This design comes from an exercise in tuning for small area and a short achievable clock period on the open sky130 flow, not from production work.
At most, simulation tests tie the RTL to the original design; equivalence was not proved.
No functional check of the RTL was part of run 1.
Power is estimated from default activity; no workload was simulated.

File: flow/constraint.sdc
create_clock -name core_clock -period 7.5 [get_ports {clk}]
set_input_delay 1.5000 -clock core_clock [delete_from_list [all_inputs] [get_ports {clk}]]
set_output_delay 1.5000 -clock core_clock [all_outputs]
set_load 0.01 [all_outputs]
File: flow/standard.sh
#!/bin/bash
# synth_recipe.tcl (not shown) runs the flow's synth.tcl, then flattens the netlist and writes it again
# the make line also repeats each setting of config.mk as NAME=value (left out here)
make -C /OpenROAD-flow-scripts/flow DESIGN_CONFIG=/design/flow/config.mk WORK_HOME=/design/flow/orfs CLKGATE_MAP_FILE= SYNTH_SCRIPT=/design/flow/synth_recipe.tcl "${@:-finish}"
File: flow/config.mk
export PLATFORM = sky130hd
export DESIGN_NAME = ecliptic_top
export DESIGN_NICKNAME = ecliptic_top
export VERILOG_FILES = /design/flow/design.v
export SDC_FILE = /design/flow/constraint.sdc
export NUM_CORES = 4
export LEC_CHECK = 0
export ABC_AREA = 1
export CAP_MARGIN = 20
export CORE_MARGIN = 2
export CORE_UTILIZATION = 40
export CTS_BUF_LIST = sky130_fd_sc_hd__clkbuf_8
export SETUP_SLACK_MARGIN = 3.6
export SLEW_MARGIN = 20
export SYNTH_HIERARCHICAL = 1
File: flow/design.v
`default_nettype none
module ecliptic_classification
  (
   input wire         sg,
   input wire [2:0]   kind,
   output logic [9:0] res,
   output logic       ack
   );
  always_comb begin
    ack = |kind;
    res[0] =  sg & (kind == 3'd4);
    res[1] =  sg & (kind == 3'd3);
    res[2] =  sg & (kind == 3'd2);
    res[3] =  sg & (kind == 3'd1);
    res[4] = ~sg & (kind == 3'd1);
    res[5] = ~sg & (kind == 3'd2);
    res[6] = ~sg & (kind == 3'd3);
    res[7] = ~sg & (kind == 3'd4);
    res[8] = (kind == 3'd5);
    res[9] = (kind == 3'd6);
  end
endmodule
`default_nettype wire
`default_nettype none
module ecliptic_increment
  #(parameter int W = 32)
  (
   input wire [W-1:0]   a,
   input wire           cin,
   output logic [W-1:0] y
   );
  logic [W-1:0] p;
  always_comb begin
    p = a;
    p[0] = a[0] & cin;
    for (int d = 1; d < W; d = d * 2)
      for (int i = 2 * d - 1; i < W; i = i + 2 * d) p[i] = p[i] & p[i-d];
    for (int d = 16; d >= 2; d = d / 2)
      for (int i = 3 * d - 1; i < W; i = i + 2 * d) p[i] = p[i] & p[i-d];
    y[0] = a[0] ^ cin;
    y[1] = cin ? (a[1] ^ a[0]) : a[1];
    for (int i = 2; i < W; i++) begin
      if (i % 2 == 0) y[i] = a[i] ^ p[i-1];
      else y[i] = p[i-2] ? (a[i] ^ a[i-1]) : a[i];
    end
  end
endmodule
`default_nettype wire
`default_nettype none
module ecliptic_top
  (
   input wire          clk,
   input wire          nrst,
   input wire [31:0]   src1,
   input wire [31:0]   src2,
   input wire          bop_req,
   input wire [1:0]    bop_op,
   output logic [31:0] bop_res,
   output logic        bop_ack,
   input wire          cls_req,
   output logic [9:0]  cls_res,
   output logic        cls_ack,
   input wire          cmp_req,
   input wire [2:0]    cmp_op,
   output logic [31:0] cmp_res,
   output logic        cmp_invalid,
   output logic        cmp_ack,
   input wire          cvtw_req,
   input wire [1:0]    cvtw_rm,
   input wire          cvtw_unsigned,
   output logic [31:0] cvtw_res,
   output logic        cvtw_invalid,
   output logic        cvtw_inexact,
   output logic        cvtw_ack,
   input wire          cvts_req,
   input wire [1:0]    cvts_rm,
   input wire          cvts_unsigned,
   output logic [31:0] cvts_res,
   output logic        cvts_inexact,
   output logic        cvts_ack
   );
  logic bop_sign;
  always_comb begin
    case (bop_op)
      2'b00: bop_sign = src2[31];
      2'b01: bop_sign = ~src2[31];
      2'b10: bop_sign = src1[31] ^ src2[31];
      default: bop_sign = src1[31];
    endcase
  end
  always_ff @(posedge clk) begin
    if (~nrst | ~bop_req) begin
      bop_res <= '0;
      bop_ack <= '0;
    end else begin
      bop_res <= {bop_sign, src1[30:0]};
      bop_ack <= 1'b1;
    end
  end
  logic [2:0] cls_kind_n, cls_kind;
  logic       cls_sg;
  always_comb begin
    if (~|src1[30:23]) cls_kind_n = (~|src1[22:0]) ? 3'd1 : 3'd2;    
    else if (~&src1[30:23]) cls_kind_n = 3'd3;                        
    else if (~|src1[22:0]) cls_kind_n = 3'd4;                         
    else cls_kind_n = src1[22] ? 3'd6 : 3'd5;                         
  end
  always_ff @(posedge clk) begin
    if (~nrst | ~cls_req) begin
      cls_sg <= '0;
      cls_kind <= '0;
    end else begin
      cls_sg <= src1[31];
      cls_kind <= cls_kind_n;
    end
  end
  ecliptic_classification CLS (.sg(cls_sg), .kind(cls_kind), .res(cls_res), .ack(cls_ack));
  logic cmp_s1, cmp_s2, cmp_ones1, cmp_ones2, cmp_man1, cmp_man2;
  logic cmp_nan1, cmp_nan2, cmp_snan1, cmp_snan2, cmp_any_nan;
  logic cmp_mag_lt, cmp_mag_eq, cmp_both_zero;
  logic cmp_eq, cmp_lt, cmp_src1_first, cmp_pick1;
  logic [31:0] cmp_res_n;
  logic cmp_inv_n;
  logic [31:0] cmp_lt_t [0:5];
  logic [31:0] cmp_gt_t [0:5];
  always_comb begin
    for (int i = 0; i < 32; i++) begin
      if (i < 31) begin
        cmp_lt_t[0][i] = ~src1[i] & src2[i];
        cmp_gt_t[0][i] = src1[i] & ~src2[i];
      end else begin
        cmp_lt_t[0][i] = 1'b0;
        cmp_gt_t[0][i] = 1'b0;
      end
    end
    for (int l = 0; l < 5; l++) begin
      cmp_lt_t[l+1] = '0;
      cmp_gt_t[l+1] = '0;
      for (int i = 0; i < (16 >> l); i++) begin
        cmp_lt_t[l+1][i] = cmp_lt_t[l][2*i+1] | (~cmp_gt_t[l][2*i+1] & cmp_lt_t[l][2*i]);
        cmp_gt_t[l+1][i] = cmp_gt_t[l][2*i+1] | (~cmp_lt_t[l][2*i+1] & cmp_gt_t[l][2*i]);
      end
    end
    cmp_mag_lt = cmp_lt_t[5][0];
    cmp_mag_eq = ~cmp_lt_t[5][0] & ~cmp_gt_t[5][0];
    cmp_s1 = src1[31];
    cmp_s2 = src2[31];
    cmp_ones1 = &src1[30:23];
    cmp_ones2 = &src2[30:23];
    cmp_man1 = |src1[22:0];
    cmp_man2 = |src2[22:0];
    cmp_nan1 = cmp_ones1 & cmp_man1;
    cmp_nan2 = cmp_ones2 & cmp_man2;
    cmp_snan1 = cmp_ones1 & ~src1[22] & cmp_man1;
    cmp_snan2 = cmp_ones2 & ~src2[22] & cmp_man2;
    cmp_any_nan = cmp_nan1 | cmp_nan2;
    cmp_both_zero = ~|{src1[30:0], src2[30:0]};
    cmp_eq = ~cmp_any_nan & (cmp_both_zero | (cmp_mag_eq & (cmp_s1 == cmp_s2)));
    if (cmp_s1 != cmp_s2) cmp_lt = cmp_s1 & ~cmp_both_zero;
    else cmp_lt = cmp_s1 ? ~cmp_mag_lt & ~cmp_mag_eq : cmp_mag_lt;
    cmp_lt = cmp_lt & ~cmp_any_nan;
    cmp_src1_first = (cmp_s1 != cmp_s2) ? cmp_s1 : (cmp_s1 ^ cmp_mag_lt);
    cmp_pick1 = cmp_nan2 | (~cmp_nan1 & (cmp_src1_first ^ cmp_op[0]));
    cmp_res_n = '0;
    cmp_inv_n = 1'b0;
    case (cmp_op)
      3'b000: begin cmp_res_n[0] = cmp_lt | cmp_eq; cmp_inv_n = cmp_any_nan; end
      3'b001: begin cmp_res_n[0] = cmp_lt; cmp_inv_n = cmp_any_nan; end
      3'b010: begin cmp_res_n[0] = cmp_eq; cmp_inv_n = cmp_snan1 | cmp_snan2; end
      3'b100, 3'b101: begin
        cmp_res_n = (cmp_nan1 & cmp_nan2) ? 32'h7fc00000 : (cmp_pick1 ? src1 : src2);
        cmp_inv_n = cmp_snan1 | cmp_snan2;
      end
      default: ;
    endcase
  end
  always_ff @(posedge clk) begin
    if (~nrst | ~cmp_req) begin
      cmp_res <= '0;
      cmp_ack <= '0;
      cmp_invalid <= '0;
    end else begin
      cmp_res <= cmp_res_n;
      cmp_ack <= 1'b1;
      cmp_invalid <= cmp_inv_n;
    end
  end
  logic        w_s;
  logic [7:0]  w_e;
  logic [22:0] w_m;
  logic        w_ge127, w_e126, w_e158, w_ge159, w_nan, w_man_zero;
  logic        w_e127;
  logic [23:0] w_mg;
  logic [87:0] w_y;
  logic [55:0] w_f;
  logic [31:0] w_ipx;
  logic        w_ip0;
  logic [21:0] w_smask;
  logic        w_guard, w_sticky, w_round_up;
  logic        w_inv_pre, w_force_zero, w_inc;
  logic        w_satpos;
  logic [31:0] w_sat, w_q_n;
  logic        w_act_n, w_invalid_n, w_inexact_n;
  always_comb begin
    w_s = src1[31];
    w_e = src1[30:23];
    w_m = src1[22:0];
    w_man_zero = ~|w_m;
    w_ge127 = w_e[7] | (&w_e[6:0]);
    w_e126 = (w_e == 8'd126);
    w_e158 = (w_e == 8'd158);
    w_ge159 = w_e[7] & ((|w_e[6:5]) | (&w_e[4:0]));
    w_nan = (&w_e) & ~w_man_zero;
    w_e127 = (w_e == 8'd127);
    w_mg = w_ge127 ? {1'b1, w_m} : 24'd0;
    w_y = {{31{w_s}}, w_mg ^ {24{w_s}}, w_s, {32{w_s}}} << w_e[4:0];
    w_f = w_y[87:32];
    w_ipx = w_e127 ? {{31{w_s}}, ~w_s} : w_f[54:23];
    w_ip0 = w_ipx[0] ^ w_s;
    w_guard = w_e127 ? w_m[22] : ((w_f[22] ^ w_s) | w_e126);
    w_smask = w_e127 ? 22'h3fffff : (22'h1fffff >> w_e[4:0]);
    w_sticky = (w_ge127 & |(w_m[21:0] & w_smask)) |
               (~w_ge127 & (~w_man_zero | ((|w_e) & ~w_e126)));
    case (cvtw_rm)
      2'b00: w_round_up = w_guard & (w_sticky | w_ip0);
      2'b01: w_round_up = 1'b0;
      2'b10: w_round_up = w_s & (w_guard | w_sticky);
      default: w_round_up = ~w_s & (w_guard | w_sticky);
    endcase
    w_inv_pre = w_nan | w_ge159 |
                (w_e158 & (cvtw_unsigned ? w_s : ~(w_s & w_man_zero))) |
                (cvtw_unsigned & w_s & w_ge127);
    w_force_zero = cvtw_unsigned & w_s & ~w_ge127;
    w_invalid_n = w_inv_pre | (w_force_zero & w_round_up);
    w_inexact_n = ~w_invalid_n & (w_guard | w_sticky);
    w_satpos = ~w_s | w_nan;
    w_sat = {cvtw_unsigned ? w_satpos : ~w_satpos, {31{w_satpos}}};
    w_inc = w_round_up & ~w_force_zero;
    w_q_n = w_inv_pre ? w_sat : w_ipx;
    w_act_n = ~w_inv_pre & (w_s ^ w_inc);
  end
  logic [31:0] cvtw_q;
  logic        cvtw_act;
  always_ff @(posedge clk) begin
    if (~nrst | ~cvtw_req) begin
      cvtw_ack <= '0;
      cvtw_q <= '0;
      cvtw_act <= '0;
      cvtw_invalid <= '0;
      cvtw_inexact <= '0;
    end else begin
      cvtw_ack <= 1'b1;
      cvtw_q <= w_q_n;
      cvtw_act <= w_act_n;
      cvtw_invalid <= w_invalid_n;
      cvtw_inexact <= w_inexact_n;
    end
  end
  ecliptic_increment #(.W(32)) CVTW_INC (.a(cvtw_q), .cin(cvtw_act), .y(cvtw_res));
  logic        f_s, f_zero, f_bzero;
  logic [31:0] f_b;
  logic [31:0] f_zv [0:5];
  logic [4:0]  f_zc [0:5][0:31];
  logic [4:0]  f_lz;
  logic [31:0] f_t [0:5];
  logic [6:0]  f_smask;
  logic [7:0]  f_cmask;
  logic        f_guard, f_sticky, f_carry;
  logic [7:0]  f_ze [0:5][0:31];
  logic [7:0]  f_e_n;
  always_comb begin
    f_s = ~cvts_unsigned & src1[31];
    f_zero = ~|src1;
    f_b = src1 ^ {32{f_s}};
    for (int i = 0; i < 32; i++) begin
      f_zv[0][i] = f_b[i];
      f_zc[0][i] = '0;
    end
    for (int l = 0; l < 5; l++) begin
      f_zv[l+1] = '0;
      for (int i = 0; i < 32; i++) f_zc[l+1][i] = '0;
      for (int i = 0; i < (16 >> l); i++) begin
        f_zv[l+1][i] = f_zv[l][2*i+1] | f_zv[l][2*i];
        f_zc[l+1][i] = f_zv[l][2*i+1] ? f_zc[l][2*i+1] : (f_zc[l][2*i] | 5'(1 << l));
      end
    end
    f_lz = f_zc[5][0];
    f_bzero = ~f_zv[5][0];
    f_t[0] = src1;
    for (int l = 0; l < 5; l++) f_t[l+1] = f_lz[4-l] ? (f_t[l] << (16 >> l)) : f_t[l];
    f_smask = 7'h7f >> f_lz;
    f_cmask = 8'hff >> f_lz;
    f_sticky = |(src1[6:0] & f_smask);
    f_guard = ~f_lz[4] & ~f_lz[3] & (f_t[5][7] ^ (f_s & f_sticky));
    f_carry = f_s & ~|(src1[7:0] & f_cmask);
    for (int i = 0; i < 32; i++) f_ze[0][i] = 8'(127 + i);
    for (int l = 0; l < 5; l++) begin
      for (int i = 0; i < 32; i++) f_ze[l+1][i] = '0;
      for (int i = 0; i < (16 >> l); i++)
        f_ze[l+1][i] = f_zv[l][2*i+1] ? f_ze[l][2*i+1] : f_ze[l][2*i];
    end
    f_e_n = f_zero ? 8'd0 : (f_bzero ? 8'd126 : f_ze[5][0]);
  end
  logic f_lsb, f_round_up, f_cin;
  always_comb begin
    f_lsb = f_t[5][8] ^ f_s;
    case (cvts_rm)
      2'b00: f_round_up = f_guard & (f_sticky | f_lsb);
      2'b01: f_round_up = 1'b0;
      2'b10: f_round_up = f_s & (f_guard | f_sticky);
      default: f_round_up = ~f_s & (f_guard | f_sticky);
    endcase
    f_cin = f_carry | f_round_up;
  end
  logic [30:0] cvts_mag;
  logic        cvts_cin, cvts_sg;
  always_ff @(posedge clk) begin
    if (~nrst | ~cvts_req) begin
      cvts_ack <= '0;
      cvts_mag <= '0;
      cvts_cin <= '0;
      cvts_sg <= '0;
      cvts_inexact <= '0;
    end else begin
      cvts_ack <= 1'b1;
      cvts_mag <= {f_e_n, f_t[5][30:8] ^ {23{f_s}}};
      cvts_cin <= f_cin;
      cvts_sg <= f_s;
      cvts_inexact <= f_guard | f_sticky;
    end
  end
  ecliptic_increment #(.W(31)) CVTS_INC (.a(cvts_mag), .cin(cvts_cin), .y(cvts_res[30:0]));
  assign cvts_res[31] = cvts_sg;
endmodule
`default_nettype wire
File: flow/flow/run.sh
#!/bin/bash
# Standard ORFS layout, with plain buf_1 cells as the port buffers
# instead of the default clkdlybuf4s50_1 delay cells.
set -euo pipefail
export BUFFER_PORTS_ARGS="-buffer_cell sky130_fd_sc_hd__buf_1"
bash standard.sh > standard.log 2>&1
==> run summary, run 1 <==
* Setup TNS at 0 ns
* Worst-margin pin slew at 0.9198 ns
* Mean Syn Cell Area at 6.030 um^2
* Main synth FF type: dfxtp_1
* CTS tree: yes
* # diodes at 0
* Layout Nets at 2,277
* Final antenna-violating net count at 0
* Hold Path Class: in2reg
* Initial antenna violation count at 0
* Die Ht at 175.3 um
* Fin. max-slew vios at 0
* Power density cells at 156.2 nW/um^2
* Area Overhead vs Synth at 22.04%
* Post-Syn Area at 11,730 um^2
* Post-DR vias/cell at 5.649
* Clk buf depth at 2
* Die area at 30,720 um^2
* Hold path start: bop_op[0]
* Nature of the critical path startpoint: primary input
* Final setup viols at 0
* Syn Inst Count at 1,946
* RSZ-0062 raised after global routing: true
* Depth of the CTS H-tree at 4
* Post-DP HPWL at 32,660 um
* Total iterations of the first detailed-routing run at 6
* Period utilisation layout at 0.5074
* Post-synth EDFFs at 0
* # IOs at 229
* Arr. time, crit path at 4.22 ns
* Syn Nets at 2,058
* Hold Vio Cnt, Final at 0
* Total wire length at 46,720 um
* Total CTS buffers at 17
* Hold depth at 3
* Kind of end point of the critical path: flop
* Final Non-Filler Cells at 2,562
* Status: finished clean
* Die width at 175.3 um
* Sink Count at 141
* Fmax at 0.2628 GHz
* Vias in the first global route at 12,700
* Post-synthesis register bit count at 141
* Post-Place Cells at 2,467
* Number of synthesis warnings at 16
* GRT Overall Usage at 0.2846
* Crit path launch: src1[22]
* Placer Congestion at 0.9551
* Total of max-cap violations at 0
* GRT overflow at 0
* DRC at 0
* Core Util, Final at 0.4976
* DRT iter0 DRCs at 1,471
* Kind of critical path: in2reg
* First-pass GRT wire length at 69,390 um
* Clk pin slew, worst setup/hold paths at 0.08 ns
* Max FO, Critical Path at 9
* Minimum clock period at 3.806 ns
* DR WL/cell at 18.24 um
* Pleak at 6.574 nW
* Pin count of the biggest net entering global routing at 51
* Vias at 14,470
* Initial Util at 0.4077
* Clock tree root buffer cell: clkbuf_8
* Worst slew margin at 0.3861
* Worst vdd ir at 0.0001234 V
* Seq/Total Area, Yosys at 0.2406
* Post-synthesis cell type count at 61
* Hold buffers post-CTS at 0
* Post-synth ARST share at 0
* Port-buffer cells at 228
* WP data required at 7.91 ns
* FP Rows at 62
* Layout cells sized above 1 at 0.1345
* Core area at 28,780 um^2
==> power by group <==
part           leakage [nW]  internal [mW]  switching [mW]  total, mW
combinational          5.20          0.241           0.485      0.727
sequential             1.16          0.786          0.0206      0.807
clock                 0.217          0.372           0.331      0.703
==> layer usage <==
| layer | vias to the layer above | share of wire | global-route usage |
|---|---|---|---|
| met2 | 838 | 0.41 | 0.4170 |
| met3 | 114 | 0.11 | 0.05801 |
| met5 | - | 0 | 0 |
| met1 | 6575 | 0.44 | 0.4103 |
| li1 | 6946 | - | - |
| met4 | 0 | 0.033 | 0.1028 |
==> cell families after synthesis <==
logic type / count (synthesis) / synth area share
and+or+nand+nor: 1117 / 0.4176
AOI/OAI and AO/OA: 362 / 0.1818
buffers and inverters: 249 / 0.09085
DFF: 141 / 0.2406
xor gates and xnor gates: 37 / 0.02826
adders and majority gates: 30 / 0.03199
muxes: 10 / 0.008957
==> cell usage after synthesis, drive strengths merged (19+ instances only) <==
| library cell | number | area share |
|---|---|---|
| buf | 70 | 0.033 |
| xor2 | 21 | 0.016 |
| a31oi | 19 | 0.010 |
| inv | 133 | 0.043 |
| a21oi | 79 | 0.034 |
| a211oi | 26 | 0.017 |
| o211ai | 19 | 0.013 |
| nand3 | 240 | 0.11 |
| o21ai | 172 | 0.077 |
| nor3 | 20 | 0.0085 |
| nand2 | 602 | 0.20 |
| nor2 | 220 | 0.083 |
| ha | 30 | 0.032 |
| clkbuf | 41 | 0.013 |
| dfxtp | 141 | 0.24 |
==> layout by cell type (no fill, tap or decap), types with 5 or more instances in the layout <==
master,netlist,final
a31oi_1,19,15
o21ai_2,11,16
o31ai_1,6,6
nor2_2,7,10
clkbuf_2,0,11
buf_1,23,205
clkbuf_16,0,6
clkbuf_8,0,18
dfxtp_1,141,141
nand2_2,11,17
nor3_1,20,20
o21ai_0,131,117
a211oi_1,26,23
nor2_1,198,193
nor2_4,13,15
ha_1,30,30
nand2_4,6,13
nand3_2,4,6
xnor2_1,15,15
clkinvlp_4,0,12
xor2_1,21,21
o21a_1,5,5
nand4_1,12,12
buf_12,0,10
o21ai_1,30,38
o22ai_1,12,10
nand3_1,233,229
nand3_4,3,5
buf_2,34,8
o211ai_1,17,17
a21oi_1,79,74
inv_2,17,16
buf_4,4,54
o221ai_1,5,5
inv_1,114,101
inv_4,2,5
nor4_1,9,9
nand2_1,585,575
==> state kept, by name, summed over array words and instances (netlist names), 3 cells and up <==
register  flops
bop_res      32
cmp_res      32
cvtw_q       32
cvts_mag     30
cls_kind      3
==> worst max-delay path: stages <==
cell	delay, ns
buf_1	0.51
nand2_1	0.11
nand2_1	0.09
nand2_1	0.10
nor2_2	0.17
inv_2	0.09
nor2_4	0.21
buf_4	0.16
nor2_4	0.05
inv_4	0.09
nand2_4	0.09
buf_4	0.17
a31oi_2	0.20
o21ai_1	0.12
o21ai_1	0.18
nand2_1	0.10
nand3_1	0.08
nand2_1	0.06
nor2_2	0.11
==> path summary, 6_finish.rpt <==
check | to | slack (ns)
hold / removal | bop_res[31] | 1.26
setup / recovery | cvts_mag[5] | 3.69
==> what timing repair did <==
action / in CTS / in global routing
setup endpoints to repair: 93 / 97
setup buffers: 8 / 38
resized for setup: 64 / 113
gates cloned: 6 / 11
pin swaps: 4 / 18
==> per-module statistics from Yosys, one instance, submodules excluded, excerpt <==
module                   flip-flops and latches  times used  cells inside  cell area, um^2
ecliptic_classification                       0           1            19            80.08
ecliptic_top                                141           1          1694            10110
==> layout make-up <==
type	instances	area, um^2
fillers	3040	14460
multi-input cells	1563	8205
flip-flops and latches	141	2823
repair buffers	302	1745
inverters	138	616.8
well taps	384	480.5
clock buffers	18	247.7
clock inverters	14	191.4
repair inverters	2	10.01
==> per-stage QoR <==
stage | total power, mW | hold slack (ns) | cell area, um^2 | setup slack [ns]
2_1_floorplan | 1.264 | 1.644 | 11730 | 3.836
3_3_place_gp | 1.442 | 1.762 | 12680 | 1.967
3_5_place_dp | 1.446 | 1.760 | 12680 | 1.822
4_1_cts | 2.172 | 1.247 | 13490 | 3.592
5_1_grt | 2.351 | 1.267 | 14320 | 3.536
6_report | 2.236 | 1.261 | 14320 | 3.694
==> run 2: changes to the inputs <==
--- a/flow/design.v
+++ b/flow/design.v
@@ -36,12 +36,8 @@
     for (int d = 1; d < W; d = d * 2)
       for (int i = 2 * d - 1; i < W; i = i + 2 * d) p[i] = p[i] & p[i-d];
-    for (int d = 16; d >= 2; d = d / 2)
+    for (int d = 16; d >= 1; d = d / 2)
       for (int i = 3 * d - 1; i < W; i = i + 2 * d) p[i] = p[i] & p[i-d];
     y[0] = a[0] ^ cin;
-    y[1] = cin ? (a[1] ^ a[0]) : a[1];
-    for (int i = 2; i < W; i++) begin
-      if (i % 2 == 0) y[i] = a[i] ^ p[i-1];
-      else y[i] = p[i-2] ? (a[i] ^ a[i-1]) : a[i];
-    end
+    for (int i = 1; i < W; i++) y[i] = a[i] ^ p[i-1];
   end
 endmodule
==> run 2 against run 1 <==
  * Non-clock buffer count is 10 lower
  * Die area decreased by 2.7%
  * Cell area shrank 2.3%
  * First-iteration DRC count decreased by 7.1%
  * Maximum frequency decreased by 2.0%
  * Combinational power is 2% lower
  * Count of clock-buffer cells in the layout increased by 1
  * Critical path type unchanged
==> run summary, run 2 <==
* Post-DR vias/cell at 5.608
* Worst slew margin at 0.4423
* Buffers & Inverters on Critical Path at 3
* Most frequent cell after synthesis: nand2_1
* Pin count of the biggest net entering global routing at 54
* Clk buf depth at 2
* # IOs at 229
* Status: finished clean
* Synth area leader: dfxtp_1
* WP data required at 7.80 ns
* Total wire length at 45,650 um
* Layout cells sized above 1 at 0.1356
* Kind of critical path: in2reg
* Initial antenna violation count at 1
* Post-synthesis register bit count at 141
* Die width at 172.8 um
* Period utilisation layout at 0.5178
* Core area at 27,930 um^2
* Most common cell after layout, fill and taps aside: nand2_1
* Clock power share at 0.330
* Setup TNS at 0 ns
* Crit-path leading delay family: simple AND/OR/NAND/NOR gates
* Post-DP HPWL at 32,290 um
* Syn Nets at 1,997
* Total iterations of the first detailed-routing run at 5
* Crit path top cell by count: nand2_1
* Vias at 13,950
* Seq/Total Area, Yosys at 0.2475
* Total of max-cap violations at 0
* Die area at 29,880 um^2
* Post-synth ARST share at 0
* Sink Count at 141
* NetSw at 834.4 uW
* Largest regs: bop_res: 32 flops, cmp_res: 32 flops, cvtw_q: 32 flops
* Critical Path Max Stage Delay at 0.67 ns
* Port-buffer cells at 228
* CTS tree: yes
* Sw Ratio at 0.3676
* GRT Overall Usage at 0.2857
* Syn Inst Count at 1,886
* FP Rows at 61
* Synth area leaders: dfxtp_1, nand2_1, nand3_1, nor2_1, o21ai_0
* GRT overflow at 0
* Seq pwr share at 0.356
* Nature of the critical path startpoint: primary input
* Pleak at 6.461 nW
* Total CTS buffers at 17
* Mean Syn Cell Area at 6.046 um^2
* Hold buffers post-CTS at 0
* Worst vdd ir at 0.00009737 V
* Area Overhead vs Synth at 22.67%
* Gate power share at 0.314
* First-pass GRT wire length at 68,260 um
* Fmax at 0.2575 GHz
* Depth of the CTS H-tree at 4
* Minimum clock period at 3.883 ns
* Max stage delay cell, worst path: o21ai_0
* CP cell instances: clkbuf_2 -> buf_12 -> inv_1 -> nand2_1 -> nor2_1 -> nand2_1 -> nor4_1 -> nand2_1 -> o21ai_0 -> a21oi_1
* Kind of end point of the critical path: flop
* DRC at 0
* Arr. time, crit path at 4.18 ns
* Clock tree root buffer cell: clkbuf_8
* Post-Syn Area at 11,400 um^2
* Die Ht at 172.8 um
* Fin. max-slew vios at 0
* Placer Congestion at 0.9615
* Max FO, Critical Path at 19
* Post-synthesis cell type count at 58
* Hold Path Class: in2reg
* Power density cells at 162.3 nW/um^2
* Internal power at 1.436 mW
* Hold Vio Cnt, Final at 0
* Number of synthesis warnings at 16
* Worst-margin pin slew at 0.8289 ns
* Final setup viols at 0
* Post-synth EDFFs at 0
* Hold WS at 1.279 ns
* Most frequent cells in the layout: nand2_1, nand3_1, nor2_1, buf_1, dfxtp_1
* RSZ-0062 raised after global routing: true
* Area share of the largest cell type after synthesis at 0.2475
* Vias in the first global route at 12,380
* DR WL/cell at 18.35 um
* Initial Util at 0.4082
* DRT iter0 DRCs at 1,367
* Main synth FF type: dfxtp_1
* Layout Nets at 2,208
* Clk pin slew, worst setup/hold paths at 0.09 ns
* Final antenna-violating net count at 0
* Commonest cells in the netlist: nand2_1, nand3_1, nor2_1, dfxtp_1, o21ai_0
## run 2: cell types whose count changed in the layout (fill, tap and decap cells not counted), moves of 8 or more
cell / change
o21ai_1: -8
inv_1: -11
nand2_2: +10
buf_4: -14
xnor2_1: -13
nor2_1: +16
nand2_1: -63
xor2_1: +17
## run 2: worst paths after layout
kind | startpoint | end | slack [ns] | cells after the start
max | src1[25] | cvts_mag[24] | 3.62 | 10
min | bop_op[0] | bop_res[31] | 1.28 | 3
## run 2: logic make-up after synthesis
logic type,Yosys count,share of synthesized area
xor gates and xnor gates,40,0.03072
muxes,6,0.005267
AOI/OAI and AO/OA,356,0.1838
buffers and inverters,239,0.08997
DFF,141,0.2475
adders and majority gates,29,0.03182
and+or+nand+nor,1075,0.4109
## run 2: power by group through the flow
stage,Clock (mW),Combinational [mW],Sequential (mW)
4_1_cts,0.764,0.634,0.808
3_3_place_gp,0,0.605,0.825
5_1_grt,0.791,0.782,0.812
6_report,0.750,0.713,0.808
3_5_place_dp,0,0.607,0.825
2_1_floorplan,0,0.427,0.826
## run 2: area by class of cell
type / instances / area (um^2)
Sequential cell: 141 / 2823
Timing Repair Buffer: 292 / 1702
Antenna cell: 1 / 2.502
Inverter: 128 / 578.1
Clock buffer: 19 / 261.5
Fill cell: 2964 / 13950
Timing Repair inverter: 3 / 20.02
Clock inverter: 12 / 209.0
Multi-Input combinational cell: 1514 / 7920
Tap cell: 378 / 473.0
## run 2: repair_timing
action | 4_1_cts | 5_1_grt
pin swaps | 4 | 16
cloned | 6 | 12
resized for setup | 71 | 114
endpoints found under the setup margin | 99 | 96
buffers inserted | 8 | 31
## run 2: routing by layer
metal,up-vias,share of wire,track usage
met5,-,0,0
met4,0,0.035,0.1035
met3,101,0.099,0.06266
met2,764,0.43,0.4317
met1,6356,0.44,0.3984
li1,6732,-,-
## run 2: per-stage QoR
stage          instance area [um^2]  power (mW)  worst slack [ns]  instances    util
2_1_floorplan                 11400       1.253             3.836       1886       -
3_3_place_gp                  12330       1.430             1.798       2399  0.4413
3_5_place_dp                  12330       1.432             1.713       2399  0.4413
4_1_cts                       13170       2.206             3.569       2444  0.4714
5_1_grt                       13990       2.385             3.518       2487  0.5007
6_report                      13990       2.270             3.617       2488  0.5008
## run 2: Yosys stat by module (local to each module, per instance), a selection
module,area (um^2),cells
ecliptic_classification,80.08,19
ecliptic_top,10110,1694
==> run 3: changes to the inputs <==
--- a/flow/config.mk
+++ b/flow/config.mk
@@ -11,4 +11,5 @@
 export CORE_UTILIZATION = 40
 export CTS_BUF_LIST = sky130_fd_sc_hd__clkbuf_8
+export GPL_TIMING_DRIVEN = 0
 export SETUP_SLACK_MARGIN = 3.6
 export SLEW_MARGIN = 20
==> run 3 against run 2 <==
  * Still clean on timing, DRC and antenna
  * Area after synthesis unchanged
  * Routed wire length increased by 2.4%
  * Largest cell class unchanged
  * Cell area decreased by 3.1%
  * First-iteration DRC count about the same
==> run summary, run 3 <==
* Max FO, Critical Path at 10
* Vias at 14,030
* Syn Nets at 1,997
* RSZ-0062 raised after global routing: true
* Minimum clock period at 3.818 ns
* Initial Util at 0.4082
* Die Ht at 172.8 um
* GRT overflow at 0
* Crit path top cell by count: nand2_1
* Worst setup path end: cvts_mag[22]
* Total of max-cap violations at 0
* Layout Nets at 2,258
* Area Overhead vs Synth at 18.81%
* Die width at 172.8 um
* First-pass GRT wire length at 72,220 um
* Area share of the largest cell type after synthesis at 0.2475
* Vias in the first global route at 13,040
* DRT iter0 DRCs at 1,368
* Pleak at 6.337 nW
* Core area at 27,930 um^2
* Synth area leader: dfxtp_1
* Nature of the critical path startpoint: primary input
* Status: finished clean
* Hold Vio Cnt, Final at 0
* Depth of the CTS H-tree at 4
* Seq/Total Area, Yosys at 0.2475
* Syn Inst Count at 1,886
* CP cell instances: clkbuf_2 -> inv_4 -> nand2_1 -> o21ai_2 -> nand2_2 -> inv_2 -> nand2_1 -> inv_1 -> nand2_4 -> clkbuf_2 -> o21ai_0 -> nand2_1 -> o211ai_2 -> nand2_1 -> o21ai_2 -> nand2_1 -> a21oi_1 -> nor2_1
* Arr. time, crit path at 4.20 ns
* Total CTS buffers at 17
* Buffers & Inverters on Critical Path at 5
* Total wire length at 46,760 um
* Clk buf depth at 2
* Hold buffers post-CTS at 0
* Post-synth EDFFs at 0
* Pin count of the biggest net entering global routing at 17
* Post-DP HPWL at 36,700 um
* Largest regs: bop_res: 32 flops, cmp_res: 32 flops, cvtw_q: 32 flops
* Port-buffer cells at 217
* CTS tree: yes
* Power density cells at 155.3 nW/um^2
* Post-synthesis cell type count at 58
* Period utilisation layout at 0.5090
* Fmax at 0.2619 GHz
* Final setup viols at 0
* FP Rows at 61
* Worst-margin pin slew at 0.8926 ns
* GRT Overall Usage at 0.3059
* Total iterations of the first detailed-routing run at 6
* Initial antenna violation count at 2
* Number of synthesis warnings at 16
* Post-DP Area at 12,690 um^2
* # IOs at 229
* Post-synth ARST share at 0
* Mean Syn Cell Area at 6.046 um^2
* Most common cell after layout, fill and taps aside: nand2_1
* Final instance area at 13,550 um^2
* DRC at 0
* Clock tree root buffer cell: clkbuf_8
* Kind of end point of the critical path: flop
* Main synth FF type: dfxtp_1
* Synth area leaders: dfxtp_1, nand2_1, nand3_1, nor2_1, o21ai_0
* Hold Path Class: in2reg
* Placer Congestion at 0.9686
* Clk pin slew, worst setup/hold paths at 0.09 ns
* Sink Count at 141
* Post-DR vias/cell at 5.525
* Setup TNS at 0 ns
* Most frequent cells in the layout: nand2_1, buf_1, nand3_1, nor2_1, dfxtp_1
* Max stage delay cell, worst path: o21ai_0
* Post-synthesis register bit count at 141
* WP data required at 7.88 ns
* Kind of critical path: in2reg
* Worst slew margin at 0.4049
* Final antenna-violating net count at 0
* Worst vdd ir at 0.00009904 V
* Die area at 29,880 um^2
* Most frequent cell after synthesis: nand2_1
* Fin. max-slew vios at 0
* Critical Path Max Stage Delay at 0.44 ns
* Crit path depth at 18
* Layout cells sized above 1 at 0.1310
* Crit path launch: src1[29]
* DR WL/cell at 18.42 um
* Post-Syn Area at 11,400 um^2
* Commonest cells in the netlist: nand2_1, nand3_1, nor2_1, dfxtp_1, o21ai_0
* Crit-path leading delay family: compound AO/OA/AOI/OAI gates
-- run 3: changes by cell type in the layout (fill, tap and decap cells not counted), moves of 7 or more --
cell,before,now
buf_1,203,220
buf_12,13,0
buf_4,40,33
nand3_2,4,18
buf_2,12,28
nand3_1,228,216
buf_6,3,10
clkbuf_1,0,31
nand2_4,13,5
clkbuf_2,12,24
-- run 3: what timing repair did --
| item | in CTS | in global routing |
|---|---|---|
| pin swaps | 0 | 12 |
| buffers inserted | 3 | 22 |
| resized for setup | 20 | 110 |
| setup endpoints to repair | 83 | 96 |
| gates cloned | 0 | 0 |
-- run 3: worst min path at each step --
stage | start | endpoint | slack [ns] | cells after the start
after CTS | bop_op[0] | bop_res[31] | 1.25 | 3
after global routing | cmp_req | cmp_res[0] | 1.28 | 3
after detailed placement | bop_op[0] | bop_res[31] | 1.76 | 3
after floorplan | src2[23] | cmp_res[23] | 1.64 | 2
final | bop_op[0] | bop_res[31] | 1.26 | 3
after global placement | bop_op[0] | bop_res[31] | 1.75 | 3
-- run 3: metal layers --
metal  part of all wire  GRT usage
met5            0.00028          0
met4              0.036     0.1232
met3              0.095    0.07234
met2               0.42     0.4633
met1               0.45     0.4178
-- run 3: power breakdown --
group,internal (mW),leakage (nW),switching (mW)
registers,0.786,1.16,0.0210
clock network,0.267,0.185,0.344
logic,0.210,5.00,0.475
-- run 3: kinds of logic after synthesis --
kind of cell / count (synthesis) / share of synthesized area
AND/OR/NAND/NOR: 1075 / 0.4109
AO/OA/AOI/OAI: 356 / 0.1838
buffers and inverters: 239 / 0.08997
flip-flops: 141 / 0.2475
XOR/XNOR: 40 / 0.03072
adder cells (fa/ha/maj): 29 / 0.03182
multiplexers: 6 / 0.005267
-- run 3: final cells by class --
| type | instances | area [um^2] |
|---|---|---|
| Antenna cell | 1 | 2.502 |
| Buffer | 111 | 603.1 |
| Clock buffer | 17 | 234.0 |
| Clock inverter | 15 | 140.1 |
| Fill cell | 3116 | 14390 |
| Inverter | 128 | 521.8 |
| Multi-Input combinational cell | 1506 | 7722 |
| Sequential cell | 141 | 2824 |
| Tap cell | 378 | 473.0 |
| Timing Repair Buffer | 242 | 1027 |
-- run 3: per-stage QoR --
| step | hold WS, ns | utilization | instances | total power, mW | setup slack [ns] |
|---|---|---|---|---|---|
| floorplan | 1.644 | - | 1886 | 1.253 | 3.836 |
| global placement | 1.745 | 0.4543 | 2481 | 1.461 | 2.821 |
| detailed placement | 1.765 | 0.4543 | 2481 | 1.464 | 2.814 |
| CTS | 1.248 | 0.4696 | 2516 | 2.073 | 3.599 |
| global route | 1.282 | 0.4849 | 2538 | 2.216 | 3.561 |
| finish | 1.265 | 0.4850 | 2539 | 2.103 | 3.682 |
-- run 3: modules after synthesis (local to each module, per instance), a selection --
module                   flip-flops and latches  copies in the design
ecliptic_top                                141                     1
ecliptic_classification                       0                     1
==> run 4: changes to the inputs <==
--- a/flow/config.mk
+++ b/flow/config.mk
@@ -11,5 +11,5 @@
 export CORE_UTILIZATION = 40
 export CTS_BUF_LIST = sky130_fd_sc_hd__clkbuf_8
-export GPL_TIMING_DRIVEN = 0
+export CTS_CLUSTER_SIZE = 30
 export SETUP_SLACK_MARGIN = 3.6
 export SLEW_MARGIN = 20
==> run 4 against run 3 <==
  * Critical path type unchanged
  * Synthesized cell count stayed put
  * Still clean
  * Sequential share of layout area is 0.67 points lower
  * Worst hold slack better by 0.014 ns
  * Largest cell class unchanged
==> run summary, run 4 <==
* Status: finished clean
* Period utilisation layout at 0.5178
* Vias at 13,950
* FP Rows at 61
* Clk pin slew, worst setup/hold paths at 0.09 ns
* Crit path top cell by count: nand2_1
* Area share of the largest cell type after synthesis at 0.2475
* Post-Place Cells at 2,399
* Max FO, Critical Path at 19
* Final instance area at 13,990 um^2
* Clock tree root buffer cell: clkbuf_8
* Placer Congestion at 0.9615
* Worst-margin pin slew at 0.8289 ns
* Depth of the CTS H-tree at 4
* Post-synth ARST share at 0
* First-pass GRT wire length at 68,260 um
* Main synth FF type: dfxtp_1
* Critical Path Max Stage Delay at 0.67 ns
* Most frequent cells in the layout: nand2_1, nand3_1, nor2_1, buf_1, dfxtp_1
* Sink Count at 141
* Clk buf depth at 2
* Area Overhead vs Synth at 22.67%
* Commonest cells in the netlist: nand2_1, nand3_1, nor2_1, dfxtp_1, o21ai_0
* Fin. max-slew vios at 0
* Pin count of the biggest net entering global routing at 54
* Sw Ratio at 0.3676
* Post-synthesis cell type count at 58
* Layout cells sized above 1 at 0.1356
* DR WL/cell at 18.35 um
* Port-buffer cells at 228
* Initial antenna violation count at 1
* Hold WS at 1.279 ns
* Setup TNS at 0 ns
* Gate power share at 0.314
* Syn Nets at 1,997
* Synth area leaders: dfxtp_1, nand2_1, nand3_1, nor2_1, o21ai_0
* Die area at 29,880 um^2
* Total wire length at 45,650 um
* GRT Overall Usage at 0.2857
* Vias in the first global route at 12,380
* Hold buffers post-CTS at 0
* Kind of critical path: in2reg
* Internal power at 1.436 mW
* NetSw at 834.4 uW
* Fillers at 2,964
* Worst slack at placement at 1.713 ns
* Largest regs: bop_res: 32 flops, cmp_res: 32 flops, cvtw_q: 32 flops
* Setup ws final at 3.617 ns
* Die Ht at 172.8 um
* CTS tree: yes
* CP cell instances: clkbuf_2 -> buf_12 -> inv_1 -> nand2_1 -> nor2_1 -> nand2_1 -> nor4_1 -> nand2_1 -> o21ai_0 -> a21oi_1
* Final Non-Filler Cells at 2,488
* GRT overflow at 0
* Most frequent cell after synthesis: nand2_1
* Kind of end point of the critical path: flop
* RSZ-0062 raised after global routing: true
* Power density cells at 162.3 nW/um^2
* # IOs at 229
* DRC at 0
* Post-DR vias/cell at 5.608
* Core Util, Final at 0.5008
* Seq pwr share at 0.356
* Post-DP Area at 12,330 um^2
* Minimum clock period at 3.883 ns
* Crit-path leading delay family: simple AND/OR/NAND/NOR gates
* Total of max-cap violations at 0
* Number of synthesis warnings at 16
* WP data required at 7.80 ns
* Hold Vio Cnt, Final at 0
* Post-DP HPWL at 32,290 um
* Core area at 27,930 um^2
* Layout Nets at 2,208
* Synth area leader: dfxtp_1
* Worst slew margin at 0.4423
* Initial Util at 0.4082
* Arr. time, crit path at 4.18 ns
* Die width at 172.8 um
* Syn Inst Count at 1,886
* Nature of the critical path startpoint: primary input
* Final antenna-violating net count at 0
* Multi-input gate area at 7920 um^2
* Final setup viols at 0
* Worst vdd ir at 0.00009737 V
* Max stage delay cell, worst path: o21ai_0
* Post-synthesis register bit count at 141
* Buffers & Inverters on Critical Path at 3
* Seq/Total Area, Yosys at 0.2475
* Post-synth EDFFs at 0
* Mean Syn Cell Area at 6.046 um^2
* Total iterations of the first detailed-routing run at 5
* Clock power share at 0.330
* Most common cell after layout, fill and taps aside: nand2_1
* DRT iter0 DRCs at 1,367
* Power after layout at 2.270 mW
* Pleak at 6.461 nW
* Post-Syn Area at 11,400 um^2
* Seq. cell area at 2823 um^2
* Fmax at 0.2575 GHz
* Hold Path Class: in2reg
* Total CTS buffers at 17
run 4: area by class of cell:
| cell class | instances | area share |
|---|---|---|
| flip-flops and latches | 141 | 0.2018 |
| multi-input cells | 1514 | 0.5662 |
| clock buffers | 19 | 0.01869 |
| diodes | 1 | 0.0001789 |
| clock inverters | 12 | 0.01494 |
| repair inverters | 3 | 0.001431 |
| inverters | 128 | 0.04132 |
| well taps | 378 | 0.03381 |
| repair buffers | 292 | 0.1216 |
run 4: power groups by stage:
stage	combinational [mW]	clock, mW	sequential (mW)
after floorplan	0.427	0	0.826
after global placement	0.605	0	0.825
after detailed placement	0.607	0	0.825
after CTS	0.634	0.764	0.808
after global routing	0.782	0.791	0.812
final	0.713	0.750	0.808
run 4: kinds of logic after synthesis:
group,share of synthesized area
AO/OA/AOI/OAI,0.1838
XOR/XNOR,0.03072
adder cells (fa/ha/maj),0.03182
buffers and inverters,0.08997
flip-flops,0.2475
multiplexers,0.005267
AND/OR/NAND/NOR,0.4109
run 4: modules after synthesis (local to each module, per instance), a selection:
module / cells inside / flip-flops and latches / area [um^2] / times used
ecliptic_top: 1694 / 141 / 10110 / 1
ecliptic_classification: 19 / 0 / 80.08 / 1
run 4: final timing paths:
check	startpoint	to	slack, ns	cells past startpoint
setup / recovery	src1[25]	cvts_mag[24]	3.62	10
hold / removal	bop_op[0]	bop_res[31]	1.28	3
run 4: layer usage:
layer / share of wire / global-route usage / up-vias / routed length, um
met3: 0.099 / 0.06266 / 101 / 4534
met5: 0 / 0 / - / 0
met1: 0.44 / 0.3984 / 6356 / 20100
met4: 0.035 / 0.1035 / 0 / 1579
met2: 0.43 / 0.4317 / 764 / 19440
li1: - / - / 6732 / -
run 4: timing repair:
action                                  4_1_cts  5_1_grt
pin swaps                                     4       16
gates resized for setup                      71      114
endpoints found under the setup margin       99       96
buffers inserted                              8       31
gates cloned                                  6       12
run 4: worst min-delay path, cell delays in order:
cell and delay (ns):
buf_1 0.08, nand2_1 0.06, a31oi_1 0.06
==> run 5: changes to the inputs <==
--- a/flow/config.mk
+++ b/flow/config.mk
@@ -11,6 +11,6 @@
 export CORE_UTILIZATION = 40
 export CTS_BUF_LIST = sky130_fd_sc_hd__clkbuf_8
-export CTS_CLUSTER_SIZE = 30
-export SETUP_SLACK_MARGIN = 3.6
+export GPL_TIMING_DRIVEN = 0
+export SETUP_SLACK_MARGIN = 3.8
 export SLEW_MARGIN = 20
 export SYNTH_HIERARCHICAL = 1
==> run 5 against run 4 <==
  * Critical endpoint is now cvts_mag[22]
  * Clock power down 19%
  * Area after synthesis unchanged
  * Die area unchanged
  * Worst hold slack worse by 0.014 ns
  * Via count up 2.6%
  * Critical path type unchanged
==> run summary, run 5 <==
* Status: finished clean
* Final setup viols at 0
* Total wire length at 48,370 um
* Number of synthesis warnings at 16
* DR WL/cell at 18.73 um
* First-pass GRT wire length at 72,640 um
* Period utilisation layout at 0.4942
* CTS tree: yes
* Crit path top cell by count: nand2_2
* Initial Util at 0.4082
* Synth area leader: dfxtp_1
* Pin count of the biggest net entering global routing at 17
* Main synth FF type: dfxtp_1
* FP Rows at 61
* Seq/Total Area, Yosys at 0.2475
* Worst-margin pin slew at 0.9272 ns
* Hold Vio Cnt, Final at 0
* Post-DR vias/cell at 5.543
* Critical Path Max Stage Delay at 0.48 ns
* Max FO, Critical Path at 10
* Setup TNS at 0 ns
* Die width at 172.8 um
* GRT Overall Usage at 0.3073
* Fmax at 0.2698 GHz
* Port-buffer cells at 217
* Hold Path Class: in2reg
* Initial antenna violation count at 0
* Post-DP HPWL at 36,700 um
* Final Non-Filler Cells at 2,582
* Power density cells at 147.0 nW/um^2
* Total CTS buffers at 17
* Setup ws final at 3.794 ns
* Most common cell after layout, fill and taps aside: nand2_1
* RSZ-0062 raised after global routing: true
* Layout Nets at 2,302
* Worst slew margin at 0.3818
* Fin. max-slew vios at 0
* Depth of the CTS H-tree at 4
* Largest regs: bop_res: 32 flops, cmp_res: 32 flops, cvtw_q: 32 flops
* Total iterations of the first detailed-routing run at 6
* Hold buffers post-CTS at 0
* DRT iter0 DRCs at 1,311
* Post-synth EDFFs at 0
* Most frequent cells in the layout: nand2_1, buf_1, nor2_1, nand3_1, dfxtp_1
* Clk pin slew, worst setup/hold paths at 0.09 ns
* Placer Congestion at 0.9686
* Minimum clock period at 3.706 ns
* Layout cells sized above 1 at 0.2173
* Post-synthesis register bit count at 141
* # diodes at 0
* Die area at 29,880 um^2
* Crit-path leading delay family: simple AND/OR/NAND/NOR gates
* Mean Syn Cell Area at 6.046 um^2
* DRC at 0
* Kind of critical path: in2reg
* Post-Syn Area at 11,400 um^2
* GRT overflow at 0
* Vias at 14,310
* Sink Count at 141
* Clk buf depth at 2
* CP cell instances: buf_12 -> clkinv_8 -> nor2_4 -> buf_4 -> nand3_1 -> o21ai_2 -> nand2_2 -> inv_2 -> nand2_1 -> inv_2 -> nand2_4 -> buf_2 -> o21ai_0 -> nand2_2 -> o211ai_2 -> nand2_2 -> o21ai_4 -> nand2_2 -> nand3_1 -> nand2_1 -> nor2_1
* Arr. time, crit path at 4.12 ns
* Worst vdd ir at 0.00009812 V
* Fillers at 2,993
* Max stage delay cell, worst path: o21ai_0
* Commonest cells in the netlist: nand2_1, nand3_1, nor2_1, dfxtp_1, o21ai_0
* Syn Nets at 1,997
* Hold WS at 1.265 ns
* Syn Inst Count at 1,886
* Vias in the first global route at 13,140
* Buffers & Inverters on Critical Path at 6
* WP data required at 7.91 ns
* Synth area leaders: dfxtp_1, nand2_1, nand3_1, nor2_1, o21ai_0
* Area Overhead vs Synth at 29.94%
* Nature of the critical path startpoint: primary input
* Post-synthesis cell type count at 58
* Die Ht at 172.8 um
* Pleak at 6.819 nW
* # IOs at 229
* Post-synth ARST share at 0
* Area share of the largest cell type after synthesis at 0.2475
* Kind of end point of the critical path: flop
* Clock tree root buffer cell: clkbuf_8
* Worst slack at placement at 2.814 ns
* Total of max-cap violations at 0
* Core area at 27,930 um^2
* Most frequent cell after synthesis: nand2_1
* Final antenna-violating net count at 0
* Post-Place Cells at 2,481
## run 5: area by class of cell
cell class	instances	area, um^2	share of cell area
multi-input cells	1506	8408	0.5674
flip-flops and latches	141	2828	0.1908
repair buffers	286	1446	0.09761
plain buffers	111	726.9	0.04906
inverters	128	561.8	0.03791
well taps	378	473.0	0.03192
clock buffers	17	234.0	0.01579
clock inverters	15	140.1	0.009457
## run 5: final timing paths
check                      from  depth (start not counted)      endpoint
worst max-delay path   src1[31]                         21  cvts_mag[22]
worst min-delay path  bop_op[0]                          3   bop_res[31]
## run 5: report_power, final
part | leakage (nW) | switching, mW | internal [mW]
combinational | 5.48 | 0.510 | 0.250
sequential | 1.16 | 0.0236 | 0.786
clock | 0.185 | 0.341 | 0.267
## run 5: per-layer routing
metal	up-vias	part of all wire	wire length, um	global-route usage
li1	6916	-	-	-
met1	6541	0.44	21280	0.4216
met2	740	0.43	20800	0.4663
met3	115	0.091	4424	0.06662
met4	0	0.038	1857	0.1271
met5	-	0	0	0
## run 5: stage by stage
step	util	total power [mW]	area, um^2
floorplan	-	1.253	11400
global placement	0.4543	1.461	12690
detailed placement	0.4543	1.464	12690
CTS	0.4780	2.084	13350
global route	0.5305	2.294	14820
finish	0.5305	2.178	14820
## run 5: Yosys stat by module, one instance, submodules excluded, excerpt
module                   copies in the design  cells inside
ecliptic_classification                     1            19
ecliptic_top                                1          1694
## run 5: cell families after synthesis
group / share of synthesized area
flops: 0.2475
simple gates: 0.4109
xor+xnor: 0.03072
compound gates: 0.1838
buf+inv: 0.08997
fa+ha+maj: 0.03182
mux: 0.005267
## run 5: repair_timing
action	CTS	global route
setup endpoints to repair	109	110
setup buffers	14	51
gates cloned	0	4
resized for setup	81	329
pin swaps	9	82
==> run 6: changes to the inputs <==
--- a/flow/config.mk
+++ b/flow/config.mk
@@ -11,6 +11,7 @@
 export CORE_UTILIZATION = 40
 export CTS_BUF_LIST = sky130_fd_sc_hd__clkbuf_8
+export GPL_ROUTABILITY_DRIVEN = 0
 export GPL_TIMING_DRIVEN = 0
-export SETUP_SLACK_MARGIN = 3.8
+export SETUP_SLACK_MARGIN = 3.45
 export SLEW_MARGIN = 20
 export SYNTH_HIERARCHICAL = 1
==> run 6 against run 5 <==
  * Still clean
  * Cell count shrank 2.3%
  * Maximum frequency shrank 6.2%
  * Critical path depth shrank 1
  * Worst setup slack lost 0.24 ns
  * First-iteration DRC count grew 17%
  * Sequential share of layout area grew 2.2 points
  * Die area is the same
  * Global-route usage shrank 1.6 points
  * Via count shrank 1.7%
  * Sequential power is essentially flat
  * Critical endpoint unchanged
==> run summary, run 6 <==
* Status: finished clean
* Internal power at 1.291 mW
* Power density cells at 158.8 nW/um^2
* Mean Syn Cell Area at 6.046 um^2
* Clock tree root buffer cell: clkbuf_8
* Die area at 29,880 um^2
* Worst slack at placement at 2.823 ns
* Largest family of logic cells by synthesized area: simple AND/OR/NAND/NOR gates
* GRT overflow at 0
* Hold buffers post-CTS at 0
* Multiplexer area fraction after synthesis at 0.005267
* Initial antenna violation count at 1
* Clock power share at 0.301
* Most frequent cells in the layout: nand2_1, buf_1, nand3_1, nor2_1, dfxtp_1
* Vias at 14,070
* GRT Overall Usage at 0.2917
* Post-synth EDFFs at 0
* Largest regs: bop_res: 32 flops, cmp_res: 32 flops, cvtw_q: 32 flops
* Die width at 172.8 um
* Post-DR vias/cell at 5.579
* Final antenna-violating net count at 0
* Compound-Gate Fraction of Synth Area at 0.1838
* Post-synthesis cell type count at 58
* Post-Syn Area at 11,400 um^2
* Hold Path Class: in2reg
* Most frequent cell after synthesis: nand2_1
* Total of max-cap violations at 0
* Area Overhead vs Synth at 16.25%
* Kind of critical path: in2reg
* DR WL/cell at 17.84 um
* Total CTS buffers at 17
* Area share of the largest cell type after synthesis at 0.2475
* Total iterations of the first detailed-routing run at 7
* Syn Nets at 1,997
* CTS tree: yes
* Core area at 27,930 um^2
* Post-synth ARST share at 0
* Layout cells sized above 1 at 0.09986
* Setup TNS at 0 ns
* Worst vdd ir at 0.00009599 V
* Commonest cells in the netlist: nand2_1, nand3_1, nor2_1, dfxtp_1, o21ai_0
* Clk buf depth at 2
* Core Util, Final at 0.4746
* Clk pin slew, worst setup/hold paths at 0.09 ns
* NetSw at 814.5 uW
* Post-Synth Adder-Cell Area at 0.03182
* Synth area leader: dfxtp_1
* RSZ-0062 raised after global routing: true
* Period utilisation layout at 0.5268
* Port-buffer cells at 217
* Seq/Total Area, Yosys at 0.2475
* Synth Area in XOR/XNOR at 0.03072
* Worst-margin pin slew at 0.8570 ns
* WP data required at 7.88 ns
* First-pass GRT wire length at 69,960 um
* Pin count of the biggest net entering global routing at 17
* FP Rows at 61
* Syn Inst Count at 1,886
* Number of synthesis warnings at 16
* Max FO, Critical Path at 10
* Initial Util at 0.4082
* Gate power share at 0.316
* Arr. time, crit path at 4.33 ns
* Synth area leaders: dfxtp_1, nand2_1, nand3_1, nor2_1, o21ai_0
* Kind of end point of the critical path: flop
* Die Ht at 172.8 um
* DRT iter0 DRCs at 1,530
* Total wire length at 45,000 um
* Post-DP HPWL at 35,410 um
* DRC at 0
* Most common cell after layout, fill and taps aside: nand2_1
* Setup ws final at 3.549 ns
* Post-synthesis register bit count at 141
* Layout Nets at 2,242
* # IOs at 229
* Minimum clock period at 3.951 ns
* Sink Count at 141
* Pleak at 6.206 nW
* Final setup viols at 0
* Worst slew margin at 0.4286
* Hold depth at 3
* Nature of the critical path startpoint: primary input
* Hold Vio Cnt, Final at 0
* Vias in the first global route at 13,010
* Main synth FF type: dfxtp_1
* Seq pwr share at 0.383
* Depth of the CTS H-tree at 4
* Simple-Gate Fraction of Synth Area at 0.4109
* Fmax at 0.2531 GHz
* Fin. max-slew vios at 0
* Sw Ratio at 0.3869
[run 6: cell count changes in the layout (fill, tap and decap cells not counted), sizes merged]
| cell | before | now |
|---|---|---|
| diode | 0 | 1 |
| clkbuf | 76 | 75 |
| clkinvlp | 10 | 9 |
| bufinv | 1 | 2 |
| clkinv | 11 | 5 |
| buf | 338 | 280 |
| inv | 121 | 125 |
[run 6: cell families (layout without fill, tap and decap cells)]
group	count (synthesis)	in the layout
muxes	6	6
adders and majority gates	29	29
AOI/OAI and AO/OA	356	356
buffers and inverters	239	496
DFF	141	141
xor gates and xnor gates	40	40
other	0	1
and+or+nand+nor	1075	1075
[run 6: area by class of cell]
type | instances | area [um^2]
well taps | 378 | 473.0
multi-input cells | 1506 | 7594
diodes | 1 | 2.502
clock buffers | 18 | 247.7
clock inverters | 13 | 141.4
flip-flops and latches | 141 | 2823
plain buffers | 111 | 575.6
fillers | 3050 | 14680
repair buffers | 226 | 895.9
inverters | 128 | 504.2
[run 6: path summary, 6_finish.rpt]
check	start	to	slack [ns]
worst max-delay path	src1[28]	cvts_mag[22]	3.55
worst min-delay path	bop_op[0]	bop_res[31]	1.28
[run 6: per-layer routing]
metal	track usage	up-vias	part of all wire
met4	0.1402	0	0.043
met1	0.3996	6327	0.44
met5	0	-	0
met3	0.06025	128	0.10
li1	-	6796	-
met2	0.4360	818	0.41
[run 6: critical path: stages]
cell and delay [ns]:
clkbuf_2 0.16, inv_2 0.18, nand2_1 0.12, o21ai_2 0.26, nand2_2 0.14, inv_2 0.11
nand2_1 0.07, buf_2 0.21, nor2_4 0.22, inv_2 0.10, nand2_4 0.14, inv_4 0.07
buf_6 0.15, o21ai_1 0.20, nand2_1 0.12, nand3_1 0.10, nand3_1 0.13, nand3_1 0.12
nand2_1 0.06, nor2_1 0.15
[run 6: modules after synthesis, one instance, submodules excluded, excerpt]
module | flip-flops and latches | cell area (um^2)
ecliptic_top | 141 | 10110
ecliptic_classification | 0 | 80.08
[run 6: what timing repair did]
item / in CTS / in global routing
endpoints found under the hold margin: 0 / 0
pin swaps: 0 / 1
gates resized for setup: 5 / 53
setup endpoints to repair: 22 / 87
setup buffers: 0 / 9
[run 6: power groups by stage]
stage          clock, mW  sequential, mW  combinational, mW
5_1_grt            0.675           0.811              0.732
2_1_floorplan          0           0.826              0.427
3_3_place_gp           0           0.824              0.629
4_1_cts            0.646           0.807              0.637
6_report           0.634           0.807              0.664
3_5_place_dp           0           0.824              0.632
[run 6: per-stage QoR]
stage	power [mW]	cell area [um^2]	hold WS, ns	cells
finish	2.105	13260	1.279	2522
floorplan	1.253	11400	1.644	1886
global route	2.219	13250	1.301	2521
detailed placement	1.457	12690	1.772	2481
global placement	1.452	12690	1.748	2481
CTS	2.090	13090	1.267	2512
==> run 7: changes to the inputs <==
--- a/flow/config.mk
+++ b/flow/config.mk
@@ -13,5 +13,6 @@
 export GPL_ROUTABILITY_DRIVEN = 0
 export GPL_TIMING_DRIVEN = 0
-export SETUP_SLACK_MARGIN = 3.45
+export SETUP_SLACK_MARGIN = 3.6
 export SLEW_MARGIN = 20
 export SYNTH_HIERARCHICAL = 1
+export TNS_END_PERCENT = 5
==> run 7 against run 6 <==
  * Combinational power rose by 0.9%
  * Synthesized cell count did not move
  * Area after synthesis did not move
  * Critical endpoint is now cvts_cin
  * Highest routed layer unchanged
==> run summary, run 7 <==
* Status: finished clean
* Vias at 14,110
* Setup TNS at 0 ns
* Post-Place Cells at 2,481
* Vias in the first global route at 13,000
* Fmax at 0.2596 GHz
* DR WL/cell at 17.85 um
* Clk buf depth at 2
* RSZ-0062 raised after global routing: true
* Post-DR vias/cell at 5.585
* Buffers & Inverters on Critical Path at 6
* Fin. max-slew vios at 0
* Worst slack at placement at 2.823 ns
* Commonest cells in the netlist: nand2_1, nand3_1, nor2_1, dfxtp_1, o21ai_0
* Total of max-cap violations at 0
* Power density cells at 158.0 nW/um^2
* Sink Count at 141
* Crit path top cell by count: nor2_1
* Die width at 172.8 um
* DRT iter0 DRCs at 1,428
* Synth area leaders: dfxtp_1, nand2_1, nand3_1, nor2_1, o21ai_0
* Most common cell after layout, fill and taps aside: nand2_1
* Clock tree root buffer cell: clkbuf_8
* Total iterations of the first detailed-routing run at 7
* WP data required at 7.86 ns
* Setup ws final at 3.647 ns
* # IOs at 229
* Hold buffers post-CTS at 0
* Post-DP HPWL at 35,410 um
* Mean Syn Cell Area at 6.046 um^2
* Core area at 27,930 um^2
* Die area at 29,880 um^2
* Clk pin slew, worst setup/hold paths at 0.09 ns
* CTS tree: yes
* Max FO, Critical Path at 10
* Initial Util at 0.4082
* GRT Overall Usage at 0.2919
* Hold Path Class: in2reg
* Layout cells sized above 1 at 0.1099
* Most frequent cells in the layout: nand2_1, nand3_1, buf_1, nor2_1, dfxtp_1
* Pleak at 6.257 nW
* Depth of the CTS H-tree at 4
* Syn Inst Count at 1,886
* Final Non-Filler Cells at 2,526
* GRT overflow at 0
* Core Util, Final at 0.4781
* Seq/Total Area, Yosys at 0.2475
* CP cell instances: clkbuf_2 -> inv_2 -> nand2_4 -> buf_6 -> o22ai_1 -> nor2_1 -> nand2_1 -> inv_1 -> clkbuf_4 -> a21oi_1 -> nand2_1 -> buf_4 -> nor2_1 -> nor2_1 -> nor2_1 -> nand4_1 -> nand2_1 -> nand2_1 -> nand2_1 -> nor2_1 -> nor2_1 -> nor2_1
* Post-synthesis cell type count at 58
* Post-Syn Area at 11,400 um^2
* Total wire length at 45,080 um
* Final setup viols at 0
* DRC at 0
* Largest regs: bop_res: 32 flops, cmp_res: 32 flops, cvtw_q: 32 flops
* Power after layout at 2.110 mW
* Post-synth EDFFs at 0
* Hold Vio Cnt, Final at 0
* Port-buffer cells at 217
* Layout Nets at 2,247
* Initial antenna violation count at 1
* Synth area leader: dfxtp_1
* Critical Path Max Stage Delay at 0.29 ns
* Syn Nets at 1,997
* Crit-path leading delay family: simple AND/OR/NAND/NOR gates
* # diodes at 0
* Period utilisation layout at 0.5137
* Arr. time, crit path at 4.21 ns
* Main synth FF type: dfxtp_1
* Worst vdd ir at 0.00009502 V
* Final antenna-violating net count at 0
* FP Rows at 61
* Area share of the largest cell type after synthesis at 0.2475
* Total CTS buffers at 17
* Nature of the critical path startpoint: primary input
* Kind of end point of the critical path: flop
* Pin count of the biggest net entering global routing at 17
* Minimum clock period at 3.853 ns
* Die Ht at 172.8 um
* Area Overhead vs Synth at 17.11%
* Number of synthesis warnings at 16
* Worst-margin pin slew at 0.8331 ns
* Post-synthesis register bit count at 141
* Worst slew margin at 0.4446
* Most frequent cell after synthesis: nand2_1
* Kind of critical path: in2reg
* First-pass GRT wire length at 69,970 um
* Max stage delay cell, worst path: o22ai_1
* Post-synth ARST share at 0
run 7: changes by cell type in the layout (fill, tap and decap cells not counted), sizes merged:
cell | previous run | this run
clkbuf | 75 | 77
clkinv | 5 | 7
buf | 280 | 283
diode | 1 | 0
inv | 125 | 123
run 7: path summary, 6_finish.rpt:
path	start	end	slack, ns	depth (start not counted)
setup / recovery	cvts_unsigned	cvts_cin	3.65	22
hold / removal	bop_op[0]	bop_res[31]	1.28	3
run 7: final cells by class:
cell class / count / area [um^2]
fill: 3042 / 14580
multi-input combinational: 1506 / 7619
sequential: 141 / 2823
timing repair buffer: 231 / 937.1
buffer: 111 / 598.1
inverter: 128 / 515.5
tap: 378 / 473.0
clock buffer: 18 / 247.7
clock inverter: 13 / 141.4
run 7: what timing repair did:
action | in CTS | in global routing
setup buffers | 0 | 14
cloned | 0 | 0
pin swaps | 0 | 7
gates resized for setup | 13 | 79
endpoints found under the setup margin | 62 | 102
run 7: routing by layer:
metal / up-vias / part of all wire / GRT usage
li1: 6797 / - / -
met1: 6326 / 0.44 / 0.3993
met2: 853 / 0.41 / 0.4367
met3: 132 / 0.10 / 0.06135
met4: 0 / 0.044 / 0.1391
met5: - / 0 / 0
run 7: logic make-up after synthesis:
| logic type | after synthesis | share of synthesized area |
|---|---|---|
| AOI/OAI and AO/OA | 356 | 0.1838 |
| and+or+nand+nor | 1075 | 0.4109 |
| DFF | 141 | 0.2475 |
| adders and majority gates | 29 | 0.03182 |
| muxes | 6 | 0.005267 |
| xor gates and xnor gates | 40 | 0.03072 |
| buffers and inverters | 239 | 0.08997 |
run 7: power by group:
| group | internal [mW] | leakage (nW) | switching, mW | total, mW |
|---|---|---|---|---|
| sequential | 0.786 | 1.16 | 0.0208 | 0.807 |
| combinational | 0.205 | 4.92 | 0.465 | 0.670 |
| clock | 0.304 | 0.185 | 0.330 | 0.634 |
run 7: through the flow:
stage          cell area (um^2)  hold slack [ns]
3_5_place_dp              12690            1.772
4_1_cts                   13100            1.267
2_1_floorplan             11400            1.644
5_1_grt                   13350            1.301
3_3_place_gp              12690            1.748
6_report                  13350            1.279
run 7: tightest hold or removal path: cells and delay by family:
kind	cells	cell delay (ns)
AO/OA/AOI/OAI	1	0.06
buffers and inverters	1	0.08
AND/OR/NAND/NOR	1	0.06
run 7: Yosys stat by module (local to each module, per instance), excerpt:
module | area (um^2) | times used | flops+latches
ecliptic_top | 10110 | 1 | 141
ecliptic_classification | 80.08 | 1 | 0

## port drivers added, routing unchanged
In the flow no input, the clock included, has a driving cell. The finished layouts below were timed again as built, in two steps.
Step 1, drivers: a clkbuf_16 drives clk and a buf_2 each remaining input, both assumed.
Step 2, shift: input delay + t, output delay - t, t = (earliest + latest rising clock arrival at the registers) / 2. This alone moves slack from input paths to output paths.
Three values: ideal ports, drivers, drivers and shift; two values: the first two.
run | shift t [ns] | setup slack, ns | worst slew at a driven data input, ns
run 1 | 0.522 | 3.694 / 3.708 / 3.185 | 0.10
run 2 | 0.503 | 3.617 / 3.623 / 3.120 | 0.10
run 3 | 0.530 | 3.682 / 3.667 / 3.163 | 0.07
run 4 | 0.503 | 3.617 / 3.623 / 3.120 | 0.10
run 5 | 0.533 | 3.794 / 3.752 / 3.219 | 0.09
run 6 | 0.513 | 3.549 / 3.571 / 3.058 | 0.08
run 7 | 0.512 | 3.647 / 3.659 / 3.147 | 0.07
After both steps setup and hold are still met in every run listed. For run 5, which loses most, drivers alone change the setup slack by -0.042 ns; drivers and shift together by -0.575 ns.
